Context: an optimization exercise on an open-source flow, tuned for small area, a short achievable clock period and few clock cycles. The choices shown serve that exercise and are no tape-out recipe. The RTL was checked by simulation tests, not by an equivalence proof against the original design.

## muldiv
module muldiv (
    input  wire        clk,
    input  wire        rst,
    input  wire        start,
    input  wire        op,
    input  wire [31:0] a,
    input  wire [31:0] b,
    output reg         done,
    output reg         divby0,
    output wire [31:0] hi,
    output wire [31:0] lo
);
localparam IDLE = 3'd0, PREP = 3'd1, MSTEP = 3'd2, DSTEP = 3'd3, FIX1 = 3'd4, FIX2 = 3'd5;
reg  [2:0]  state;
reg  [31:0] H, L;
reg         Lx;           
reg  [32:0] Y;            
reg  [4:0]  cnt;          
reg         opr, an, bn, zq, swp;
reg         bs1, bs2, bs4, bsc, binv, bcin;
assign hi = H;
assign lo = L;
function [4:0] blen;
    input [31:0] v;
    integer i;
    begin
        blen = 5'd0;
        for (i = 0; i < 31; i = i + 1)
            if (v[i] ^ v[31]) blen = i + 1;
    end
endfunction
wire [4:0] lza = blen(a);
wire [4:0] lzb = blen(b);
wire       pa  = a[31] & ~|(~a[31:1] & a[30:0]);
wire [5:0] La  = {1'b0, lza} + {5'd0, pa};
  ...
Size in the first run: ~2,300 cells after synthesis, ~130 I/O pins, about 15,000 um^2 of cells after synthesis.
clock: 5.0 ns
lec_check: 0
abc_area: 1
cap_margin: 20
core_margin: 2
core_utilization: 50
place_density: 0.7
setup_slack_margin: 0.3
slew_margin: 20
standard.sh (not shown) runs the stock make flow with config.mk's settings and CLKGATE_MAP_FILE= SYNTH_SCRIPT=/design/flow/synth_recipe.tcl, a recipe that flattens the netlist after the stock synthesis.
==> flow/flow/run.sh <==
#!/bin/bash
# The standard layout, with the smallest buffer on each port (the standard
# flow picks a delay cell). Each tool's own log stays under orfs/logs/.
set -euo pipefail
export BUFFER_PORTS_ARGS="-buffer_cell sky130_fd_sc_hd__buf_1"
bash standard.sh > flow.log 2>&1
The starting point finished with timing, DRC and antenna clean.
Testbench counts at the start, summed over its fixed seeds: cycles 11,676.
Change:
ABC_AREA = default   (was 1)
CORE_UTILIZATION = 40   (was 50)
GPL_TIMING_DRIVEN = 0   (was default)
PLACE_DENSITY = 0.6   (was 0.7)
SETUP_SLACK_MARGIN = 0.5   (was 0.3)
The changed run passed the timing, design-rule and antenna checks.
Critical path depth goes down by 15.
Fmax shrinks by 2.6%.
Worst hold slack is worse by 42 ps.
Count of clock-buffer cells in the layout rose by 8.
Final area climbs by 5.1%.
Change:
ABC_AREA = 1   (was default)
GPL_TIMING_DRIVEN = default   (was 0)
SETUP_SLACK_MARGIN = 0.3   (was 0.5)
Effect: First-iteration DRC count fell by about 15%; via count is lower by 5.5%; cell area is lower by 4.8%; wire length drops by 19%.

========
lane 4:
muldiv, a different RTL version from the one above (not shown whole).
For scale: roughly 130 flip-flops, roughly 130 I/O pins, ~17000 µm² of cells after synthesis.
clock: 5.0 ns
lec_check: 0
cap_margin: 20
core_margin: 2
core_utilization: 40
place_density: 0.6
slew_margin: 20
run.sh (not shown) runs the stock make flow with config.mk's settings and CLKGATE_MAP_FILE= SYNTH_SCRIPT=/design/flow/synth_recipe.tcl, a recipe that flattens the netlist after the stock synthesis.
Stock flow here: none of the scripts above is used.
Testbench counts of lane 4, summed over its fixed seeds: cycles 11,512.
What lane 1 does differently from lane 4 at the input level:
- CORE_UTILIZATION: 40 -> 50
- SETUP_SLACK_MARGIN: unset -> 0.6
- PLACE_DENSITY: 0.6 -> 0.65
Notes after the runs:
- Register-to-register slack, lane 1 and lane 4: higher on lane 1
- Per the comparison of lane 1 with lane 4, post-detailed-route wirelength per cell increased by 0.35% relative to the old numbers; overall die area decreased by 8700 µm² relative to the old numbers; final net count increased by 0.78% relative to the old numbers; smallest setup slack after layout increased by 380 ps relative to the old numbers.

========
## JK
The RTL this note starts from:
==> flow/design.v <==
module muldiv (
    input  wire        clk,
    input  wire        rst,
    input  wire        start,
    input  wire        op,
    input  wire [31:0] a,
    input  wire [31:0] b,
    output reg         done,
    output reg         divby0,
    output wire [31:0] hi,
    output wire [31:0] lo
);
localparam IDLE = 3'd0, PREP = 3'd1, MSTEP = 3'd2, DSTEP = 3'd3, FIX1 = 3'd4, FIX2 = 3'd5;
reg  [2:0]  state;
reg  [31:0] H, L;
reg         Lx;           
reg  [32:0] Y;            
reg  [4:0]  cnt;          
reg         opr, an, bn, zq, swp;
reg         bs1, bs2, bs4, bsc, binv, bcin;
assign hi = H;
assign lo = L;
function [4:0] blen;
    input [31:0] v;
    integer i;
    begin
        blen = 5'd0;
        for (i = 0; i < 31; i = i + 1)
            if (v[i] ^ v[31]) blen = i + 1;
    end
endfunction
wire [4:0] lza = blen(a);
wire [4:0] lzb = blen(b);
wire       pa  = a[31] & ~|(~a[31:1] & a[30:0]);
wire [5:0] La  = {1'b0, lza} + {5'd0, pa};
wire [5:0] Lb  = {1'b0, lzb} | {5'd0, (lzb == 5'd0)};
wire [6:0] kd  = {1'b0, La} - {1'b0, Lb};
wire       zq_in  = kd[6];
wire       swp_in = (lza < lzb);
wire [4:0] lm     = swp_in ? lza : lzb;
wire       by0    = (b == 32'd0);
wire       zq0    = swp_in & ~pa;
wire [35:0] Yx = {{3{Y[32]}}, Y};
wire [35:0] X  = ({36{bs1}} & Yx)
               | ({36{bs2}} & {Yx[34:0], 1'b0})
               | ({36{bs4}} & {Yx[33:0], 2'b00})
               | {34'd0, bsc, bsc};
wire [35:0] Bop = X ^ {36{binv}};
wire [35:0] Aop = {Lx, Lx, Lx, L, 2'b00};
wire [35:0] S   = Aop + Bop + {35'd0, bcin};
wire [4:0]  shamt = opr ? cnt : {~cnt[3:0], 1'b0};
wire [32:0] shin  = (opr | ~swp) ? Y : {L[31], L};
wire [32:0] shout = shin << shamt;
wire [29:0] Hsh = H[29:0];
wire [29:0] Hp1 = Hsh + 30'd1;
wire [29:0] Hm1 = Hsh - 30'd1;
wire [29:0] Hc  = (S[35:34] == 2'b01) ? Hp1 : (S[35:34] == 2'b11) ? Hm1 : Hsh;
reg  [29:0] mask;
integer mi;
always @(*) begin
    for (mi = 0; mi < 30; mi = mi + 1)
        mask[mi] = ({cnt, 1'b0} <= (6'd29 - mi));
end
wire [31:0] Hmul = {(mask & Hc) | (~mask & Hsh), S[33:32]};
function [2:0] booth;    
    input [2:0] x;
    begin
        booth[2] = x[1] ^ x[0];
        booth[1] = (x[2] & ~x[1] & ~x[0]) | (~x[2] & x[1] & x[0]);
        booth[0] = x[2] & ~(x[1] & x[0]);
    end
endfunction
wire [2:0] bprep = booth({shout[31:30], shout[29] & (cnt != 5'd0)});
wire [2:0] bstep = booth({H[29:28], H[27] & (cnt != 5'd1)});
wire nq  = an ^ bn;
wire sub = ~nq;
wire acc = ~(S[35] ^ an);
always @(posedge clk) begin
    if (rst) begin
        state  <= IDLE;
        done   <= 1'b0;
        divby0 <= 1'b0;
    end else begin
        done <= 1'b0;
        case (state)
            IDLE: if (start) begin
                divby0 <= op & by0;
                if (op & (by0 | zq0)) begin
                    done <= 1'b1;
                end else begin
                    state <= PREP;
                end
            end
            PREP: begin
                if (!opr)      state <= MSTEP;
                else if (zq) begin
                    state <= IDLE;
                    done  <= 1'b1;
                end else       state <= DSTEP;
            end
            MSTEP: if (cnt == 5'd0) begin
                state <= IDLE;
                done  <= 1'b1;
            end
            DSTEP: if (cnt == 5'd0) state <= FIX1;
            FIX1: if (nq) state <= FIX2;
                  else begin
                      state <= IDLE;
                      done  <= 1'b1;
                  end
            FIX2: begin
                state <= IDLE;
                done  <= 1'b1;
            end
            default: state <= IDLE;
        endcase
    end
end
always @(posedge clk) begin
    {bs1, bs2, bs4, bsc, binv, bcin} <= 6'd0;
    case (state)
        IDLE: begin
            H   <= a;
            L   <= a & {32{~(op & zq0)}};
            Lx  <= a[31];
            Y   <= {b[31], b};
            opr <= op;
            an  <= a[31];
            bn  <= b[31];
            zq  <= zq_in;
            swp <= swp_in;
            cnt <= op ? kd[4:0] : {1'b0, lm[4:1]};
            bsc  <= op & a[31] & ~zq_in;
            binv <= op & a[31] & ~zq_in;
        end
        PREP: begin
            if (!opr) begin
                H  <= shout[31:0];
                if (!swp) Y <= {L[31], L};
                L  <= 32'd0;
                Lx <= 1'b0;
                {bs1, bs2, binv} <= bprep;
                bcin <= bprep[0];
            end else if (zq) begin
                H  <= S[33:2];
                L  <= 32'd0;
            end else begin
                Y  <= shout;
                {Lx, L} <= S[34:2];
                H  <= {32{nq}};
                bs4  <= 1'b1;
                binv <= sub;
                bcin <= sub;
            end
        end
        MSTEP: begin
            H <= Hmul;
            L <= S[31:0];
            cnt <= cnt - 5'd1;
            {bs1, bs2, binv} <= bstep;
            bcin <= bstep[0];
        end
        DSTEP: begin
            if (acc) {Lx, L} <= S[34:2];
            H <= {H[30:0], acc ^ nq};
            Y <= {Y[32], Y[32:1]};
            cnt <= cnt - 5'd1;
            if (cnt == 5'd0) begin
                bsc  <= an;
                bcin <= an;
            end else begin
                bs4  <= 1'b1;
                binv <= sub;
                bcin <= sub;
            end
        end
        FIX1: begin
            H <= S[33:2];
            L <= H;
            bsc  <= 1'b1;
            bcin <= 1'b1;
        end
        FIX2: begin
            L <= S[33:2];
        end
        default: ;
    endcase
end
endmodule
==> flow/config.mk <==
export PLATFORM = sky130hd
export DESIGN_NAME = muldiv
export DESIGN_NICKNAME = muldiv
export VERILOG_FILES = /design/flow/design.v
export SDC_FILE = /design/flow/constraint.sdc
export NUM_CORES = 4
export LEC_CHECK = 0
export CAP_MARGIN = 20
export CORE_MARGIN = 2
export CORE_UTILIZATION = 40
export PLACE_DENSITY = 0.6
export SETUP_SLACK_MARGIN = 0.3
export SLEW_MARGIN = 20
export TNS_END_PERCENT = 10
==> flow/constraint.sdc <==
create_clock -name core_clock -period 5.0 [get_ports {clk}]
set_input_delay 1.0000 -clock core_clock [delete_from_list [all_inputs] [get_ports {clk}]]
set_output_delay 1.0000 -clock core_clock [all_outputs]
set_load 0.01 [all_outputs]
standard.sh (not shown) runs the stock make flow with config.mk's settings and CLKGATE_MAP_FILE= SYNTH_SCRIPT=/design/flow/synth_recipe.tcl, a recipe that flattens the netlist after the stock synthesis.
Scripts as last shown in full above: flow/flow/run.sh
JK reached the end of the flow, and the finished layout is clean on the timing, design-rule and antenna checks.
Testbench counts of JK, summed over its fixed seeds: cycles 11,676.
#### Input delta (MS over JK)
- removing TNS_END_PERCENT (formerly 10)
--- outcome ---
Against JK, MS reports a arrival time at the worst endpoint that is lower. | critical path depth | lower: MS |. [MS] detailed-route via count fell about 0.5% relative to JK. MS against JK: critical path data required time dropped 0.20 ns; utilization ~0 delta; number of inserted diodes saw a decrease.
[inputs] AL vs MS
- setting ABC_AREA to 1 for the first time
- changing SETUP_SLACK_MARGIN from 0.3 to 0.45
### Flow results
No stage failed in AL, and the final checks on the layout all came back clean. For MS, the path type of the worst setup path was register to register, unlike AL, where it was input pin to register. Final instance area: AL lower than MS. Going from MS to AL, HPWL after detailed placement about even.
Relative to AL, the following input files were edited for TR:
- CTS_CLUSTER_SIZE now 24, previously not set
- CTS_BUF_LIST now sky130_fd_sc_hd__clkbuf_4 sky130_fd_sc_hd__clkbuf_8, previously not set
- SETUP_SLACK_MARGIN now 0.3, was 0.45
--- outcome ---
Compared TR vs AL, and overall global routing resource usage is down in TR.
Comparing AL against TR, there is no change at all in number of remaining DRC errors.
In the flow results for AL and TR, the critical path depth is smaller on TR.
Going from AL to TR, cell count after placement grew slightly.
TR vs. AL: DRC violation total after the first TritonRoute iteration went down by 239.
Comparing AL and TR, the higher minimum clock period after layout was measured on AL.
Per the comparison of TR with AL, count of inverters not on the clock network in the layout went up by 1, worst hold slack after final layout went up by 0.022 ns, aggregate routed wire length went down by 1700 µm, worst-case setup margin in the final layout went up by 0.039 ns.

## afterwards: timing with drivers on the ports
The flow's constraints put no driver on any port. The routed layouts listed below were extracted and timed again, unchanged, in two steps.
Step 1 (the two cells are an assumption about what drives the block):
set clk [get_ports {clk}]
set_driving_cell -lib_cell sky130_fd_sc_hd__clkbuf_16 $clk
set_driving_cell -lib_cell sky130_fd_sc_hd__buf_2 [delete_from_list [all_inputs] $clk]
Step 2, shift: input delay + t, output delay - t, t = (earliest + latest rising clock arrival at the registers) / 2. This alone moves slack from input paths to output paths.
Three values: no drivers, after step 1, after step 2; two values: the first two.
| run | t, ns | setup slack, ns | hold slack, ns | slew at the worst register clock pin (ns) |
|---|---|---|---|---|
| the first run of note 1 | 0.490 | 0.472 / 0.472 / 0.100 | 0.525 / 0.525 / 0.525 | 0.07 / 0.07 |
| the second run of note 1 | 0.520 | 0.353 / 0.353 / 0.077 | 0.483 / 0.483 / 0.483 | 0.07 / 0.07 |
| the third run of note 1 | 0.504 | 0.515 / 0.515 / 0.172 | 0.559 / 0.559 / 0.559 | 0.07 / 0.07 |
| lane 4 | 0.532 | 0.205 / 0.205 / -0.272 | 0.505 / 0.505 / 0.505 | 0.07 / 0.07 |
| lane 1 | 0.502 | 0.584 / 0.584 / 0.102 | 0.498 / 0.498 / 0.498 | 0.07 / 0.07 |
| JK | 0.498 | 0.476 / 0.497 / 0.010 | 0.458 / 0.458 / 0.458 | 0.07 / 0.07 |
| MS | 0.498 | 0.459 / 0.459 / 0.031 | 0.458 / 0.458 / 0.458 | 0.07 / 0.07 |
| AL | 0.489 | 0.449 / 0.458 / -0.032 | 0.536 / 0.536 / 0.536 | 0.07 / 0.07 |
| TR | 0.528 | 0.487 / 0.487 / 0.178 | 0.557 / 0.557 / 0.557 | 0.10 / 0.10 |
With both steps, setup timing fails in lane 4 and AL, where it was met with ideal ports. For lane 1, which loses most, drivers alone change the setup slack by 0.000 ns; drivers and shift together by -0.482 ns.
